Source: an optimization exercise on an open RTL-to-GDS flow (aim: small area). Production flows keep margins and buffers that such runs may drop. The RTL was checked by simulation tests, not by an equivalence proof against the original design. Power and IR drop assume default switching activity.

<file path="flow/design.v">
`timescale 1ns / 1ps
module rca #(parameter W = 8) (input [W-1:0] a, input [W-1:0] b, input ci, output [W-1:0] s);
    wire [W:0] c;
    assign c[0] = ci;
    genvar i;
    generate for (i = 0; i < W; i = i + 1) begin : g
        assign s[i] = a[i] ^ b[i] ^ c[i];
        assign c[i+1] = (a[i] & b[i]) | (c[i] & (a[i] ^ b[i]));
    end endgenerate
endmodule
module main_module(
    input clk,
    input rst,
    input DIP,
    output [15:0] ROM_Address,
    input  [7:0]  ROM_Data,
    output VGA_VSync,
    output VGA_HSync,
    output [1:0] VGA_R,
    output [1:0] VGA_G,
    output [1:0] VGA_B
    );
    function ge11;
        input [10:0] x;
        input [10:0] k;
        integer i;
        reg c;
        begin
            c = 1'b1;
            for (i = 0; i < 11; i = i + 1)
                c = k[i] ? (x[i] & c) : (x[i] | c);
            ge11 = c;
        end
    endfunction
    reg [1:0] ph;
    always @(posedge clk)
        if (rst) ph <= 0; else ph <= ph + 1'b1;
    wire ce = ph[1] & ph[0];
    reg sel;
    always @(posedge clk) sel <= DIP;
    reg [10:0] H, V;
    reg VS;
    reg f1, f2, m1, m2, rflag;
    wire hw = sel ? (H == 11'd1054) : (H == 11'd798);           
    wire vw = sel ? (hw ? (V == 11'd626) : (V == 11'd627))
                  : (hw ? (V == 11'd522) : (V == 11'd523));     
    wire [11:0] hc;
    wire [11:0] vc;
    wire [10:0] hi, vi;
    assign hc[0] = ce;
    assign vc[0] = ce & hw;
    genvar gi;
    generate for (gi = 0; gi < 11; gi = gi + 1) begin : cnt
        assign hi[gi] = H[gi] ^ hc[gi];
        assign hc[gi+1] = H[gi] & hc[gi];
        assign vi[gi] = V[gi] ^ vc[gi];
        assign vc[gi+1] = V[gi] & vc[gi];
    end endgenerate
    wire hclr = rst | (ce & hw);
    wire vclr = rst | (ce & vw);
    wire vs_n = sel ? (ge11(V, 11'd600) & ~ge11(V, 11'd604)) : (ge11(V, 11'd490) & ~ge11(V, 11'd492));
    always @(posedge clk) begin
        H <= hclr ? 11'd0 : hi;
        V <= vclr ? 11'd0 : vi;
        if (rst) begin
            VS <= 1;
        end else if (ce) begin
            VS <= ~vs_n;
        end
    end
    wire hs_l = m1 ? (ge11(H, 11'd840) & ~ge11(H, 11'd968)) : (ge11(H, 11'd656) & ~ge11(H, 11'd752));
    assign VGA_HSync = ~hs_l;
    assign VGA_VSync = VS;
    wire [10:0] X = {1'b0, H[9:0]};
    wire [10:0] Y = {1'b0, V[9:0]};
    wire winx = sel ? (ge11(X, 11'd288) & ~ge11(X, 11'd512)) : (ge11(X, 11'd208) & ~ge11(X, 11'd432));
    wire winy = sel ? (ge11(Y, 11'd188) & ~ge11(Y, 11'd412)) : (ge11(Y, 11'd128) & ~ge11(Y, 11'd352));
    wire win = ~H[10] & ~V[10] & winx & winy;
    always @(posedge clk) begin
        rflag <= rst;
        f2 <= f1; m2 <= m1;
        if (rst) begin
            f1 <= 0;
        end else if (ce) begin
            f1 <= win; m1 <= sel;
        end
    end
    wire p0s = ~ph[1] & ~ph[0];
    wire f = p0s ? f2 : f1;
    wire m = p0s ? m2 : m1;
    wire km = ~ph[1] & ph[0];         
    wire kz = ph[1] & ~ph[0];         
    wire [7:0] xk = m ? (p0s ? 8'd223 : 8'd224) : (p0s ? 8'd47 : 8'd48);
    wire [7:0] xx;
    rca #(8) u_xx (.a(H[7:0]), .b(xk), .ci(1'b0), .s(xx));
    wire [7:0] yk = m ? (km ? 8'd67 : kz ? 8'd68 : 8'd69) : (km ? 8'd127 : kz ? 8'd128 : 8'd129);
    wire [7:0] z;
    rca #(8) u_z (.a(V[7:0]), .b(yk), .ci(1'b0), .s(z));
    wire zs = km & (&z);
    wire [10:0] w;
    rca #(11) u_w (.a({z, xx[7:5]}), .b(~{{3{zs}}, z}), .ci(1'b1), .s(w));
    wire [15:0] fa = {w, xx[4:0]};
    wire [15:0] fz = km ? 16'hFF21 : kz ? 16'd1 : 16'd225;
    assign ROM_Address = rflag ? 16'd0 : f ? fa : fz;
    reg [7:0] p0;
    reg [7:0] e1, e2;
    reg [8:0] u1, u2;
    reg litp, lit;
    wire [7:0] q0 = ROM_Data;
    wire [8:0] u0;                        
    rca #(9) u_d0 (.a({1'b0, p0}), .b({1'b0, ~q0}), .ci(1'b1), .s(u0));
    wire [8:0] d0 = {~u0[8], u0[7:0]};
    wire [9:0] e0;
    rca #(10) u_e0 (.a({p0, 2'b00}), .b(~{d0[8], d0}), .ci(1'b1), .s(e0));
    wire [9:0] e2f = {e2, u2[1] ^ u2[0], u2[0]};
    wire [10:0] Sx;
    rca #(11) u_sx (.a({1'b0, e0}), .b(~{1'b0, e2f}), .ci(1'b1), .s(Sx));
    wire [9:0] ya = {1'b0, u0};
    wire [9:0] yb2 = {u1, 1'b0};
    wire [9:0] yc = {1'b0, u2};
    wire [9:0] ys_ = ya ^ yb2 ^ yc;
    wire [9:0] yc_ = (ya & yb2) | (ya & yc) | (yb2 & yc);
    wire [10:0] Su;
    rca #(11) u_sy (.a({1'b0, ys_}), .b({yc_, 1'b0}), .ci(1'b0), .s(Su));
    wire [10:0] Sy = {~Su[10], Su[9:0]};
    wire [11:0] M;
    rca #(12) u_m (.a({Sx[10], Sx}), .b({Sy[10], Sy}), .ci(1'b0), .s(M));
    wire nx = Sx[10], ny = Sy[10];
    wire inx = (Sx[10:4] == 7'b1110000) & (~Sx[3] | (Sx[2:0] == 3'd0));
    wire iny = (Sy[10:4] == 7'b1110000) & (~Sy[3] | (Sy[2:0] == 3'd0));
    wire [8:0] P = ny ? Sx[8:0] : Sy[8:0];
    wire [3:0] r1;
    rca #(4) u_r1 (.a({1'b0, P[2:0]}), .b({1'b0, P[8:6]}), .ci(1'b0), .s(r1));
    wire [4:0] D;                       
    rca #(5) u_dd (.a({1'b0, r1}), .b(~{2'b00, P[5:3]}), .ci(1'b1), .s(D));
    wire mge742 = M[11] ? ge11(M[10:0], 11'h51A) : 1'b1;
    wire mge734 = M[11] ? ge11(M[10:0], 11'h522) : 1'b1;
    reg tok;
    always @(*) begin
        case ({M[2:1], D})
            {2'd0, 5'd25}: tok = 1;
            {2'd0, 5'd26}: tok = 1;
            {2'd0, 5'd27}: tok = 1;
            {2'd0, 5'd28}: tok = 1;
            {2'd0, 5'd29}: tok = 1;
            {2'd0, 5'd30}: tok = 0;
            {2'd0, 5'd31}: tok = 0;
            {2'd0, 5'd0}: tok = 1;
            {2'd0, 5'd1}: tok = 1;
            {2'd0, 5'd2}: tok = 1;
            {2'd0, 5'd3}: tok = 1;
            {2'd0, 5'd4}: tok = 1;
            {2'd0, 5'd5}: tok = 1;
            {2'd0, 5'd6}: tok = 1;
            {2'd0, 5'd7}: tok = 0;
            {2'd0, 5'd8}: tok = 0;
            {2'd0, 5'd9}: tok = 1;
            {2'd0, 5'd10}: tok = 1;
            {2'd0, 5'd11}: tok = 1;
            {2'd0, 5'd12}: tok = 1;
            {2'd0, 5'd13}: tok = 1;
            {2'd0, 5'd14}: tok = 1;
            {2'd1, 5'd25}: tok = 0;
            {2'd1, 5'd26}: tok = 0;
            {2'd1, 5'd27}: tok = 0;
            {2'd1, 5'd28}: tok = 0;
            {2'd1, 5'd29}: tok = 0;
            {2'd1, 5'd30}: tok = 0;
            {2'd1, 5'd31}: tok = 0;
            {2'd1, 5'd0}: tok = 1;
            {2'd1, 5'd1}: tok = 0;
            {2'd1, 5'd2}: tok = 0;
            {2'd1, 5'd3}: tok = 0;
            {2'd1, 5'd4}: tok = 0;
            {2'd1, 5'd5}: tok = 0;
            {2'd1, 5'd6}: tok = 0;
            {2'd1, 5'd7}: tok = 0;
            {2'd1, 5'd8}: tok = 0;
            {2'd1, 5'd9}: tok = 1;
            {2'd1, 5'd10}: tok = 0;
            {2'd1, 5'd11}: tok = 0;
            {2'd1, 5'd12}: tok = 0;
            {2'd1, 5'd13}: tok = 0;
            {2'd1, 5'd14}: tok = 0;
            {2'd2, 5'd25}: tok = 1;
            {2'd2, 5'd26}: tok = 0;
            {2'd2, 5'd27}: tok = 0;
            {2'd2, 5'd28}: tok = 0;
            {2'd2, 5'd29}: tok = 0;
            {2'd2, 5'd30}: tok = 0;
            {2'd2, 5'd31}: tok = 0;
            {2'd2, 5'd0}: tok = 1;
            {2'd2, 5'd1}: tok = 1;
            {2'd2, 5'd2}: tok = 1;
            {2'd2, 5'd3}: tok = 0;
            {2'd2, 5'd4}: tok = 0;
            {2'd2, 5'd5}: tok = 0;
            {2'd2, 5'd6}: tok = 0;
            {2'd2, 5'd7}: tok = 0;
            {2'd2, 5'd8}: tok = 0;
            {2'd2, 5'd9}: tok = 1;
            {2'd2, 5'd10}: tok = 1;
            {2'd2, 5'd11}: tok = 1;
            {2'd2, 5'd12}: tok = 0;
            {2'd2, 5'd13}: tok = 0;
            {2'd2, 5'd14}: tok = 0;
            {2'd3, 5'd25}: tok = 1;
            {2'd3, 5'd26}: tok = 1;
            {2'd3, 5'd27}: tok = 1;
            {2'd3, 5'd28}: tok = 0;
            {2'd3, 5'd29}: tok = 0;
            {2'd3, 5'd30}: tok = 0;
            {2'd3, 5'd31}: tok = 0;
            {2'd3, 5'd0}: tok = 1;
            {2'd3, 5'd1}: tok = 1;
            {2'd3, 5'd2}: tok = 1;
            {2'd3, 5'd3}: tok = 1;
            {2'd3, 5'd4}: tok = 1;
            {2'd3, 5'd5}: tok = 0;
            {2'd3, 5'd6}: tok = 0;
            {2'd3, 5'd7}: tok = 0;
            {2'd3, 5'd8}: tok = 0;
            {2'd3, 5'd9}: tok = 1;
            {2'd3, 5'd10}: tok = 1;
            {2'd3, 5'd11}: tok = 1;
            {2'd3, 5'd12}: tok = 1;
            {2'd3, 5'd13}: tok = 1;
            {2'd3, 5'd14}: tok = 0;
            default: tok = 1'b0;
        endcase
    end
    wire lit_n = (nx & ny) ? ~(inx & iny) : (nx ^ ny) ? (mge734 | (mge742 & tok)) : 1'b0;
    always @(posedge clk) begin
        p0 <= ROM_Data;
        litp <= lit_n;
        if (ph == 2'd2) begin e1 <= e0[9:2]; e2 <= e1; u1 <= u0; u2 <= u1; end
        if (ph == 2'd3) lit <= litp;
    end
    wire on = win & lit;
    assign VGA_R = {on, on};
    assign VGA_G = {on, on};
    assign VGA_B = {on, on};
endmodule
</file>
<file path="flow/flow/run.sh">
#!/bin/bash
# Standard synthesis, then an area re-mapping of its combinational logic (registers,
# full adders and tie cells untouched; the smallest of a few ABC scripts is kept) and
# a full-adder polarity pass, then the standard layout with the smallest buffer on the
# ports and a lean clock tree.
set -euo pipefail
export BUFFER_PORTS_ARGS="-buffer_cell sky130_fd_sc_hd__buf_1"
export CTS_ARGS="-sink_clustering_enable -repair_clock_nets -buf_list sky130_fd_sc_hd__clkbuf_8 -dont_use_dummy_load"
bash standard.sh synth > synth.log 2>&1
R=$(pwd)/orfs/results/sky130hd/main_module/base
LIB=$FLOW_HOME/platforms/sky130hd/lib/sky130_fd_sc_hd__tt_025C_1v80.lib
YOSYS=$(command -v yosys || echo $FLOW_HOME/../tools/install/yosys/bin/yosys)
DU=""
for c in $(sed -n '/DONT_USE_CELLS/,/^#/p' $FLOW_HOME/platforms/sky130hd/config.mk | grep -o 'sky130_fd_sc_hd__[a-z0-9_]*'); do DU="$DU -dont_use $c"; done
cp $R/1_2_yosys.v std_netlist.v
R2="balance;rewrite;refactor;balance;rewrite;rewrite,-z;balance;refactor,-z;rewrite,-z;balance"
SCRIPTS=("+strash;dc2;dch,-f;amap;topo" "+strash;dch,-f;amap;topo" "+strash;dc2;dch,-f;amap;strash;dch,-f;amap;topo" "+strash;$R2;dch,-f;amap;topo" "+strash;ifraig;dc2;dch,-f;amap;topo" "+strash;dc2;$R2;dc2;dch,-f;amap;topo")
best=""; besta=1e30
for i in "${!SCRIPTS[@]}"; do
  sed -e "s#@LIB@#$LIB#g" -e "s#@IN@#std_netlist.v#" -e "s#@OUT@#remapped_$i.v#" -e "s#@DONTUSE@#$DU#" \
      -e "s#@SCRIPT@#${SCRIPTS[$i]}#" -e "s#@STAT@#post_stat_$i.log#" flow/post.ys > post_run_$i.ys
  if $YOSYS -s post_run_$i.ys > post_yosys_$i.log 2>&1; then
    a=$(grep "Chip area" post_stat_$i.log | awk '{print $NF}')
    echo "script $i area $a" >> post_select.log
    if python3 -c "import sys; sys.exit(0 if float('$a') < float('$besta') else 1)"; then besta=$a; best=$i; fi
  fi
done
echo "kept script $best area $besta" >> post_select.log
python3 flow/polar.py remapped_$best.v polar.v > polar.log 2>&1
cp polar.v $R/1_2_yosys.v
rm -f $R/1_synth.odb
bash standard.sh > standard.log 2>&1
</file>
<file path="flow/flow/polar.py">
#!/usr/bin/env python3
# Inverter-aware polarity choice for full adders in a mapped sky130hd netlist.
# A full adder is self-dual: FA(~a,~b,~c) = (~sum, ~cout). For each fa_1 the script
# picks the polarity that needs the fewest inverters, then rebuilds all inverters.
import re, sys, collections
src = open(sys.argv[1]).read()
out_path = sys.argv[2]
cell_re = re.compile(r'^\s*(sky130_fd_sc_hd__\w+)\s+(\S+)\s*\((.*?)\);\s*$', re.S | re.M)
pin_re = re.compile(r'\.(\w+)\(\s*(.*?)\s*\)\s*(?:,|$)', re.S)
mod_start = src.index('module ')
cells = []
for m in cell_re.finditer(src):
    pins = [(p, n.strip()) for p, n in pin_re.findall(m.group(3))]
    cells.append([m.group(1), m.group(2), pins, m.start(), m.end()])
OUTP = {'X', 'Y', 'Q', 'Q_N', 'SUM', 'COUT', 'HI', 'LO'}
outports = set()
for m in re.finditer(r'^\s*output\s+(\[[^\]]*\])?\s*([^;]+);', src, re.M):
    for n in m.group(2).split(','):
        outports.add(n.strip())
def portbase(net):
    return re.sub(r'\s*\[\d+\]$', '', net).strip()
isinv = lambda t: re.match(r'sky130_fd_sc_hd__(clk)?inv_\d+$', t) is not None
driver = {}
for i, c in enumerate(cells):
    for p, n in c[2]:
        if p in OUTP: driver[n] = i
# inverters that drive output ports are kept as ordinary cells
fixed_inv = set()
for i, c in enumerate(cells):
    if isinv(c[0]):
        y = dict(c[2])['Y']
        if portbase(y) in outports: fixed_inv.add(i)
removable = set(i for i, c in enumerate(cells) if isinv(c[0]) and i not in fixed_inv)
def lit(net):
    par = 0
    seen = 0
    while net in driver and driver[net] in removable:
        net = dict(cells[driver[net]][2])['A']; par ^= 1
        seen += 1
        if seen > 50: break
    return net, par
fa = [i for i, c in enumerate(cells) if c[0] == 'sky130_fd_sc_hd__fa_1' and not any(n.startswith("1'") or n == '' for p, n in c[2])]
x = {i: 0 for i in fa}
faout = {}   # root net -> fa index
for i in fa:
    for p, n in cells[i][2]:
        if p in ('SUM', 'COUT'): faout[n] = i
# loads: (cell index, pin, root, parity)
loads = collections.defaultdict(list)
for i, c in enumerate(cells):
    if i in removable: continue
    for p, n in c[2]:
        if p in OUTP or n.startswith("1'") or n == '': continue
        r, par = lit(n)
        loads[r].append((i, p, par))
def prov(r):
    return x[faout[r]] if r in faout else 0
def need_inv(r):
    pr = prov(r)
    for i, p, par in loads[r]:
        req = par ^ (x[i] if i in x else 0)
        if req != pr: return 1
    return 0
roots_of = collections.defaultdict(set)
for r, ls in loads.items():
    for i, p, par in ls:
        if i in x: roots_of[i].add(r)
for r, i in faout.items(): roots_of[i].add(r)
cost0 = sum(need_inv(r) for r in loads)
improved = True
it = 0
while improved and it < 50:
    improved = False; it += 1
    for i in fa:
        rs = roots_of[i]
        before = sum(need_inv(r) for r in rs)
        x[i] ^= 1
        after = sum(need_inv(r) for r in rs)
        if after < before: improved = True
        else: x[i] ^= 1
# a short annealing pass from the greedy result (deterministic seed)
import random
rnd = random.Random(1)
best = dict(x); cur = sum(need_inv(r) for r in loads); bestc = cur
T = 1.0
for step in range(20000):
    if not fa: break
    i = fa[rnd.randrange(len(fa))]
    rs = roots_of[i]
    before = sum(need_inv(r) for r in rs)
    x[i] ^= 1
    after = sum(need_inv(r) for r in rs)
    d = after - before
    if d <= 0 or rnd.random() < pow(2.718, -d / T):
        cur += d
        if cur < bestc: bestc = cur; best = dict(x)
    else:
        x[i] ^= 1
    T = max(0.05, T * 0.9997)
x = best
cost1 = sum(need_inv(r) for r in loads)
# rebuild
newinv = {}
wires = []
conn = {}  # (cell index, pin) -> net
for r, ls in loads.items():
    pr = prov(r)
    for i, p, par in ls:
        req = par ^ (x[i] if i in x else 0)
        if req == pr: conn[(i, p)] = r
        else:
            if r not in newinv:
                w = 'pol_n%d' % len(newinv)
                newinv[r] = w; wires.append(w)
            conn[(i, p)] = newinv[r]
pieces = []
last = 0
for i, c in enumerate(cells):
    pieces.append(src[last:c[3]])
    last = c[4]
    if i in removable: continue
    pins = []
    for p, n in c[2]:
        if (i, p) in conn: n = conn[(i, p)]
        pins.append('    .%s(%s )' % (p, n))
    pieces.append('  %s %s (\n%s\n  );' % (c[0], c[1], ',\n'.join(pins)))
pieces.append(src[last:])
body = ''.join(pieces)
# the root of a flipped adder output carries the complement: nets keep their names
insts = ''.join('  sky130_fd_sc_hd__inv_1 pol_i%d (\n    .A(%s ),\n    .Y(%s )\n  );\n' % (k, r, w) for k, (r, w) in enumerate(newinv.items()))
decl = ''.join('  wire %s;\n' % w for w in wires)
k = body.index(';', body.index('module ')) + 1
body = body[:k] + '\n' + decl + body[k:]
body = body.replace('endmodule', insts + 'endmodule', 1)
open(out_path, 'w').write(body)
print('inverters: removable %d, needed before %d, after %d, flipped %d of %d adders' % (len(removable), cost0, cost1, sum(x.values()), len(fa)))
</file>
<file path="flow/flow/post.ys">
# Re-map the combinational logic of the standard synthesis netlist for area.
# Registers, full adders and tie cells are kept exactly as synthesis made them.
read_liberty -ignore_miss_func @LIB@
read_verilog @IN@
hierarchy -top main_module
blackbox sky130_fd_sc_hd__dfxtp_1 sky130_fd_sc_hd__edfxtp_1 sky130_fd_sc_hd__fa_1
flatten
opt -purge
abc -liberty @LIB@ @DONTUSE@ -script @SCRIPT@
opt_clean -purge
setundef -zero
hilomap -singleton -hicell sky130_fd_sc_hd__conb_1 HI -locell sky130_fd_sc_hd__conb_1 LO
insbuf -buf sky130_fd_sc_hd__buf_1 A X
splitnets
opt_clean -purge
check
tee -o @STAT@ stat -liberty @LIB@
write_verilog -noattr -nohex -nodec @OUT@
</file>
<file path="flow/standard.sh">
#!/bin/bash
# synth_recipe.tcl (not shown) runs the flow's synth.tcl, then flattens the netlist and writes it again
# the make line also repeats each setting of config.mk as NAME=value (left out here)
make -C /OpenROAD-flow-scripts/flow DESIGN_CONFIG=/design/flow/config.mk WORK_HOME=/design/flow/orfs CLKGATE_MAP_FILE= SYNTH_SCRIPT=/design/flow/synth_recipe.tcl "${@:-finish}"
</file>
<file path="flow/config.mk">
export PLATFORM = sky130hd
export DESIGN_NAME = main_module
export DESIGN_NICKNAME = main_module
export VERILOG_FILES = /design/flow/design.v
export SDC_FILE = /design/flow/constraint.sdc
export NUM_CORES = 4
export LEC_CHECK = 0
export ABC_AREA = 0
export CAP_MARGIN = 20
export CORE_MARGIN = 2
export CORE_UTILIZATION = 40
export PLACE_DENSITY = 0.6
export SLEW_MARGIN = 20
</file>
<file path="flow/constraint.sdc">
create_clock -name core_clock -period 14.0 [get_ports {clk}]
set_input_delay 2.8000 -clock core_clock [delete_from_list [all_inputs] [get_ports {clk}]]
set_output_delay 2.8000 -clock core_clock [all_outputs]
set_load 0.01 [all_outputs]
</file>
==> reports/metrics.yaml, run 1 <==
clock_tree:
  number_of_buffers_between_clock_root_and_the_deepest_sink: 2
  post_cts_sizing_count: 0
  cts_root_buffer: "clkbuf_8"
  h-tree-depth: 3
  cts_tree: "built"
  cts_made_buffers: 9
  clk_pin_slew_ps: 80
  cts_setup_buffers: 0
  later_pin_clock_latency_in_the_skew_report_ps: 350
  clock_sink_count: 75
  post_cts_hold_buffer_count: 0
grt:
  gr-total-overflow: 0
  grt_start_max_net_pins: 38
  antenna_found_initial: 0
  track_usage_pct: 16.5
  wire_length_of_the_first_global_routing_pass_um: 16600
  first_global_vias: 3416
sta:
  setup-violations-final: 0
  clk_skew_ps: 23.1
  totalNegativeSetupSlack_ps: 0
  post-route-period-util_pct: 74.3
  rsz0062_at_grt: "false"
  rel_slew_slack_pct: 58.5
  fin_crit_ps: 10400
  finalMaxSlewViolations: 0
  timing_hold_violations_final: 0
  achievable-frequency_mhz: 96.2
  timing_worst_slew_pin_value_ps: 622
final_layout:
  n_fill_cell: 1151
  n_antenna_cell: 0
  area_growth_syn_to_layout_pct: 9.20
  layout-drive-gt1-share_pct: 2.07
  fin_nets: 618
hold_path:
  whs_endpoint: "e2[3]"
  hp-start: "e1[3]"
  min_delay_path_depth: 0
  timing.hold.worst.class: "flip-flop to flip-flop"
route:
  drt_iter0_drc: 219
  via_per_inst: 4.99
  remaining_drc_errors: 0
  finalWirelength_um: 9770
  route.detailed.wl_per_inst_um: 14.4
  route.antenna.remaining_nets: 0
  via_count: 3380
  drt_first_pass_iters: 4
pwr:
  power.ir.vdd_worst_mv: 0.136
  power.combinational.fraction_pct: 58.1
  p_total_mw: 0.908
  sequentialPowerShare_pct: 27.8
  clock_power_share_pct: 14.1
  p_int_mw: 0.525
  swShare_pct: 42.1
  power_density_nw_per_um2: 169
  total_leakage_power_nw: 2.07
  net_switching_power_mw: 0.383
yosys:
  synthesis.area_um2: 4910
  synthesis.yosys.warnings: 1
  postSynthCellCount: 492
  synth.avg_cell_area_um2: 9.98
  net_count_after_synthesis: 577
die:
  rows: 40
  die_area_um2: 13200
  core_um2: 12000
  start_util_pct: 40.9
  i_o_pins: 35
  die-width_um: 115
  die_h_um: 115
worst_setup_path:
  r2r.worst_path.cells: 29
  required_time_of_the_worst_setup_path_ps: 14250
  critPathMaxFanout: 11
  startpoint_type: "input pin"
  cpMostUsedCell: "fa_1"
  timing.reg2reg.setup_slack_ps: 5800
  worst-setup-path-type: "input pin to flip-flop"
  rr_endpoint: "litp"
  slowest_stage: "fa_1"
  timing.critical_path.slowest_cell_delay_ps: 570
  worst_setup_ep_type: "flip-flop"
  critical_path.reg2reg.startpoint: "p0[0]"
  worst-endpoint-arrival_ps: 10650
placement:
  hpwl_um: 8000
  portBuffers: 34
  place.gp.congestion: 0.882
outcome:
  status: "timing/DRC/antenna clean"
flow_run:
  timing.max_cap.violations: 0
power by group through the flow:
stage          sequential [mW]  combinational (mW)  clock (mW)
2_1_floorplan            0.255               0.420           0
3_3_place_gp             0.258               0.513           0
3_5_place_dp             0.258               0.533           0
4_1_cts                  0.253               0.535       0.135
5_1_grt                  0.254               0.611       0.144
6_report                 0.253               0.527       0.128
placed cells by master, fill, tap and decap left out, drive strengths merged, types with 2 or more instances in the layout:
cell	n
a211oi	8
a21oi	14
a22oi	3
a31oi	8
buf	35
clkbuf	9
dfxtp	39
edfxtp	36
fa	74
inv	97
nand2	47
nand3	6
nand4	3
nor2	69
nor2b	3
nor3	18
nor4	10
o21a	3
o21ai	26
o22ai	5
or2	3
or3	2
or4	2
how the worst max path moves through the flow:
stage	slack, ps	cells past startpoint	endpoint	from
after CTS	3630	29	litp	ROM_Data[0]
after floorplan	3870	27	litp	ROM_Data[1]
after global placement	3430	28	litp	ROM_Data[1]
final	3600	29	litp	ROM_Data[0]
after global routing	3230	28	litp	ROM_Data[1]
after detailed placement	3260	29	litp	ROM_Data[1]
per-stage QoR:
stage          util, %  instance area, um^2  setup WS [ps]  std cells  hold slack [ps]
6_report          44.6                 5360           3600        678              404
5_1_grt           44.6                 5360           3230        678              414
4_1_cts           44.4                 5340           3630        677              405
3_5_place_dp      43.4                 5210           3260        668              405
3_3_place_gp      43.4                 5210           3430        668              402
2_1_floorplan        -                 4910           3870        492              373
per-layer routing:
layer  vias up  track usage, %  share of wire, %
met4         0            5.54               1.3
met1      1618            21.8                46
met5         -               0                 0
met3         8            4.11               3.6
met2        70            26.7                50
li1       1684               -                 -
worst max-delay path: cells and delay by family:
| kind | cells | cell delay [ps] |
|---|---|---|
| fa+ha+maj | 14 | 6110 |
| simple gates | 3 | 260 |
| buf+inv | 5 | 620 |
| compound gates | 7 | 840 |
sequential cells by signal, indices dropped and copies added (netlist names), 2 cells and up:
| signal | cells |
|---|---|
| u1 | 9 |
| p0 | 8 |
| V | 11 |
| H | 11 |
| u2 | 9 |
| ph | 2 |
| e2 | 8 |
| e1 | 8 |
area by class of cell:
type	count	area, um^2	area share, %
Clock buffer	9	124	2.31
Inverter	97	364	6.79
Multi-Input combinational cell	315	2670	49.9
Sequential cell	75	1860	34.7
Tap cell	147	184	3.43
Timing Repair Buffer	35	155	2.89
==> inputs of run 2 (changes only) <==
--- a/flow/design.v
+++ b/flow/design.v
@@ -123,8 +123,8 @@
     wire [10:0] Su;
     rca #(11) u_sy (.a({1'b0, ys_}), .b({yc_, 1'b0}), .ci(1'b0), .s(Su));
     wire [10:0] Sy = {~Su[10], Su[9:0]};
-    wire [11:0] M;
-    rca #(12) u_m (.a({Sx[10], Sx}), .b({Sy[10], Sy}), .ci(1'b0), .s(M));
+    wire [10:0] U;
+    rca #(11) u_m (.a({Sx[10], Sx[10:1]}), .b({Sy[10], Sy[10:1]}), .ci(Sx[0]), .s(U));
     wire nx = Sx[10], ny = Sy[10];
     wire inx = (Sx[10:4] == 7'b1110000) & (~Sx[3] | (Sx[2:0] == 3'd0));
     wire iny = (Sy[10:4] == 7'b1110000) & (~Sy[3] | (Sy[2:0] == 3'd0));
@@ -133,11 +133,11 @@
     rca #(4) u_r1 (.a({1'b0, P[2:0]}), .b({1'b0, P[8:6]}), .ci(1'b0), .s(r1));
     wire [4:0] D;                       
     rca #(5) u_dd (.a({1'b0, r1}), .b(~{2'b00, P[5:3]}), .ci(1'b1), .s(D));
-    wire mge742 = M[11] ? ge11(M[10:0], 11'h51A) : 1'b1;
-    wire mge734 = M[11] ? ge11(M[10:0], 11'h522) : 1'b1;
+    wire mge742 = U[10] ? ge11({1'b0, U[9:0]}, 11'h28D) : 1'b1;    
+    wire mge734 = U[10] ? ge11({1'b0, U[9:0]}, 11'h291) : 1'b1;    
     reg tok;
     always @(*) begin
-        case ({M[2:1], D})
+        case ({U[1:0], D})
             {2'd0, 5'd25}: tok = 1;
             {2'd0, 5'd26}: tok = 1;
             {2'd0, 5'd27}: tok = 1;
==> run 2 against run 1 <==
- total power up 4.3%
- core utilization down 0.21 points
- critical path depth down 2
- first-iteration DRC count up 7.3%
- design area down 0.47%
- largest power group unchanged
- register-to-register slack worse by 150 ps
- sequential share of layout area up 0.16 points
- non-clock buffer count down 1
- area after synthesis about the same
- worst setup slack worse by 130 ps
- global-route usage down 0.072 points
- fmax down 1.3%
==> reports/metrics.yaml, run 2 <==
route:
  via_per_inst: 5.12  # +2.7%
  drt_first_pass_iters: 4  # unchanged
  route.antenna.remaining_nets: 0  # unchanged
  remaining_drc_errors: 0  # unchanged
  route.detailed.wl_per_inst_um: 14.6  # +1.4%
  finalWirelength_um: 9810  # +0.38%
  drt_iter0_drc: 235  # +7.3%
  via_count: 3434  # +1.6%
worst_setup_path:
  timing.reg2reg.setup_slack_ps: 5650  # -150 ps
  critical_path.reg2reg.startpoint: "p0[0]"
  cp_num_buf_inv: 4  # -1
  worst_setup_ep_type: "flip-flop"
  r2r.worst_path.cells: 27  # -6.9%
  timing.critical_path.slowest_cell_delay_ps: 570  # about the same
  critPathMaxFanout: 12  # +1
  startpoint_type: "input pin"
  critPathTopFamily: "adder cells"
  worst-setup-path-type: "input pin to flip-flop"
  worst-path-stages: 27  # -6.9%
  timing.critical_path.from: "ROM_Data[0]"
  cpMostUsedCell: "fa_1"
  worst-endpoint-arrival_ps: 10770  # +120 ps
  rr_endpoint: "litp"
  slowest_stage: "fa_1"
  required_time_of_the_worst_setup_path_ps: 14240  # about the same
clock_tree:
  h-tree-depth: 3  # unchanged
  clk_pin_slew_ps: 70  # about the same
  number_of_buffers_between_clock_root_and_the_deepest_sink: 2  # unchanged
  cts_tree: "built"
  clock_sink_count: 75  # unchanged
  cts_root_buffer: "clkbuf_8"
  post_cts_sizing_count: 0  # unchanged
  cts_setup_buffers: 0  # unchanged
  later_pin_clock_latency_in_the_skew_report_ps: 360  # about the same
  post_cts_hold_buffer_count: 0  # unchanged
  cts_made_buffers: 9  # unchanged
sta:
  setup-violations-final: 0  # unchanged
  totalNegativeSetupSlack_ps: 0  # unchanged
  rsz0062_at_grt: "false"
  post-route-period-util_pct: 75.2  # +0.94 points
  timing_worst_slew_pin_value_ps: 1030  # +412 ps
  fin_crit_ps: 10530  # +132 ps
  rel_slew_slack_pct: 30.9  # -28 points
  finalMaxSlewViolations: 0  # unchanged
  finalWorstSetupSlack_ps: 3470  # -132 ps
  achievable-frequency_mhz: 95.0  # -1.3%
  clk_skew_ps: 22.8  # -0.339 ps
  timing_hold_violations_final: 0  # unchanged
hold_path:
  hp-start: "e1[3]"
  timing.hold.worst.class: "flip-flop to flip-flop"
  min_delay_path_depth: 0  # unchanged
  whs_endpoint: "e2[3]"
die:
  core_um2: 12000  # unchanged
  die-width_um: 115  # about the same
  rows: 40  # unchanged
  die_h_um: 115  # about the same
  i_o_pins: 35  # unchanged
  die_area_um2: 13200  # about the same
  start_util_pct: 40.9  # about the same
pwr:
  total_leakage_power_nw: 2.06  # -0.54%
  power_density_nw_per_um2: 177  # +4.8%
  power.ir.vdd_worst_mv: 0.100  # -26%
grt:
  wire_length_of_the_first_global_routing_pass_um: 16500  # -0.16%
  antenna_found_initial: 0  # unchanged
  first_global_vias: 3434  # +0.53%
  track_usage_pct: 16.4  # -0.072 points
  gr-total-overflow: 0  # unchanged
  grt_start_max_net_pins: 37  # -2.6%
placement:
  place_ws_ps: 3090  # -166 ps
  hpwl_um: 8000  # about the same
  portBuffers: 34  # unchanged
  place.gp.congestion: 0.865  # -1.9%
final_layout:
  fin_nets: 611  # -1.1%
  n_fill_cell: 1154  # +0.26%
  n_antenna_cell: 0  # unchanged
  finalCoreUtilization_pct: 44.4  # -0.21 points
  top_regs: "H (11), V (11)"
  area_growth_syn_to_layout_pct: 8.63
  layout-drive-gt1-share_pct: 1.91  # -0.16 points
  final_cell_mix: "inv_1 (95), fa_1 (74), nor2_1 (63)"
  mostFrequentLayoutCell: "inv_1"
yosys:
  synthesis.yosys.warnings: 1  # unchanged
  synth.avg_cell_area_um2: 10.1  # +1.3%
  postSynthCellCount: 486  # -1.2%
  net_count_after_synthesis: 571  # -1.0%
  synthesis.area_um2: 4910  # about the same
outcome:
  status: "timing/DRC/antenna clean"
flow_run:
  timing.max_cap.violations: 0  # unchanged
[run 2: metrics by stage]
step	hold slack, ps	total power, mW	area (um^2)	cells
after floorplan	385	0.678	4910	486
after global placement	400	0.781	5210	662
after detailed placement	405	0.820	5210	662
after CTS	421	0.954	5340	671
after global routing	428	1.04	5340	671
final	423	0.947	5340	671
[run 2: per-layer routing]
layer / global-route usage, % / wire [um]
met1: 20.7 / 4310
met2: 27.6 / 5030
met3: 4.90 / 376
met4: 4.58 / 90
met5: 0 / 0
[run 2: worst max path at each step]
stage / end / slack (ps)
3_5_place_dp: litp / 3090
2_1_floorplan: litp / 3810
3_3_place_gp: litp / 3400
5_1_grt: litp / 3010
4_1_cts: litp / 3500
6_report: litp / 3470
[run 2: area by class of cell]
class,instances,area [um^2],area share (%)
Multi-Input combinational cell,311,2680,50.3
Sequential cell,75,1860,34.9
Inverter,95,357,6.68
Tap cell,147,184,3.45
Timing Repair Buffer,34,128,2.39
Clock buffer,9,124,2.32
[run 2: report_power, final]
group          internal (mW)  switching [mW]
Sequential             0.246         0.00761
Clock                 0.0574          0.0721
Combinational          0.228           0.337

==> separate check: timing with driven ports <==
In the flow no input, the clock included, has a driving cell. The finished layouts below were timed again as built, in two steps. Step 1 assumes that a clkbuf_16 drives the clock port and a buf_2 every other input. Step 2 adds t to the input delays and takes it off the output delays; t is the mean of the earliest and latest rising clock arrival at the registers after step 1. Input paths then give back, and output paths get back, about the clock's delay inside the block. Three values: no drivers, after step 1, after step 2; two values: the first two.
| run | shift t [ns] | slack for setup (ns) | worst hold slack (ns) | worst data-port slew with drivers (ns) |
|---|---|---|---|---|
| run 1 | 0.380 | 3.601 / 3.614 / 3.234 | 0.404 / 0.404 / 0.404 | 0.03 |
| run 2 | 0.381 | 3.469 / 3.477 / 3.097 | 0.423 / 0.423 / 0.423 | 0.04 |
After both steps every run listed still meets setup and hold. For run 2, which loses most, drivers alone change the setup slack by +0.008 ns; drivers and shift together by -0.372 ns.
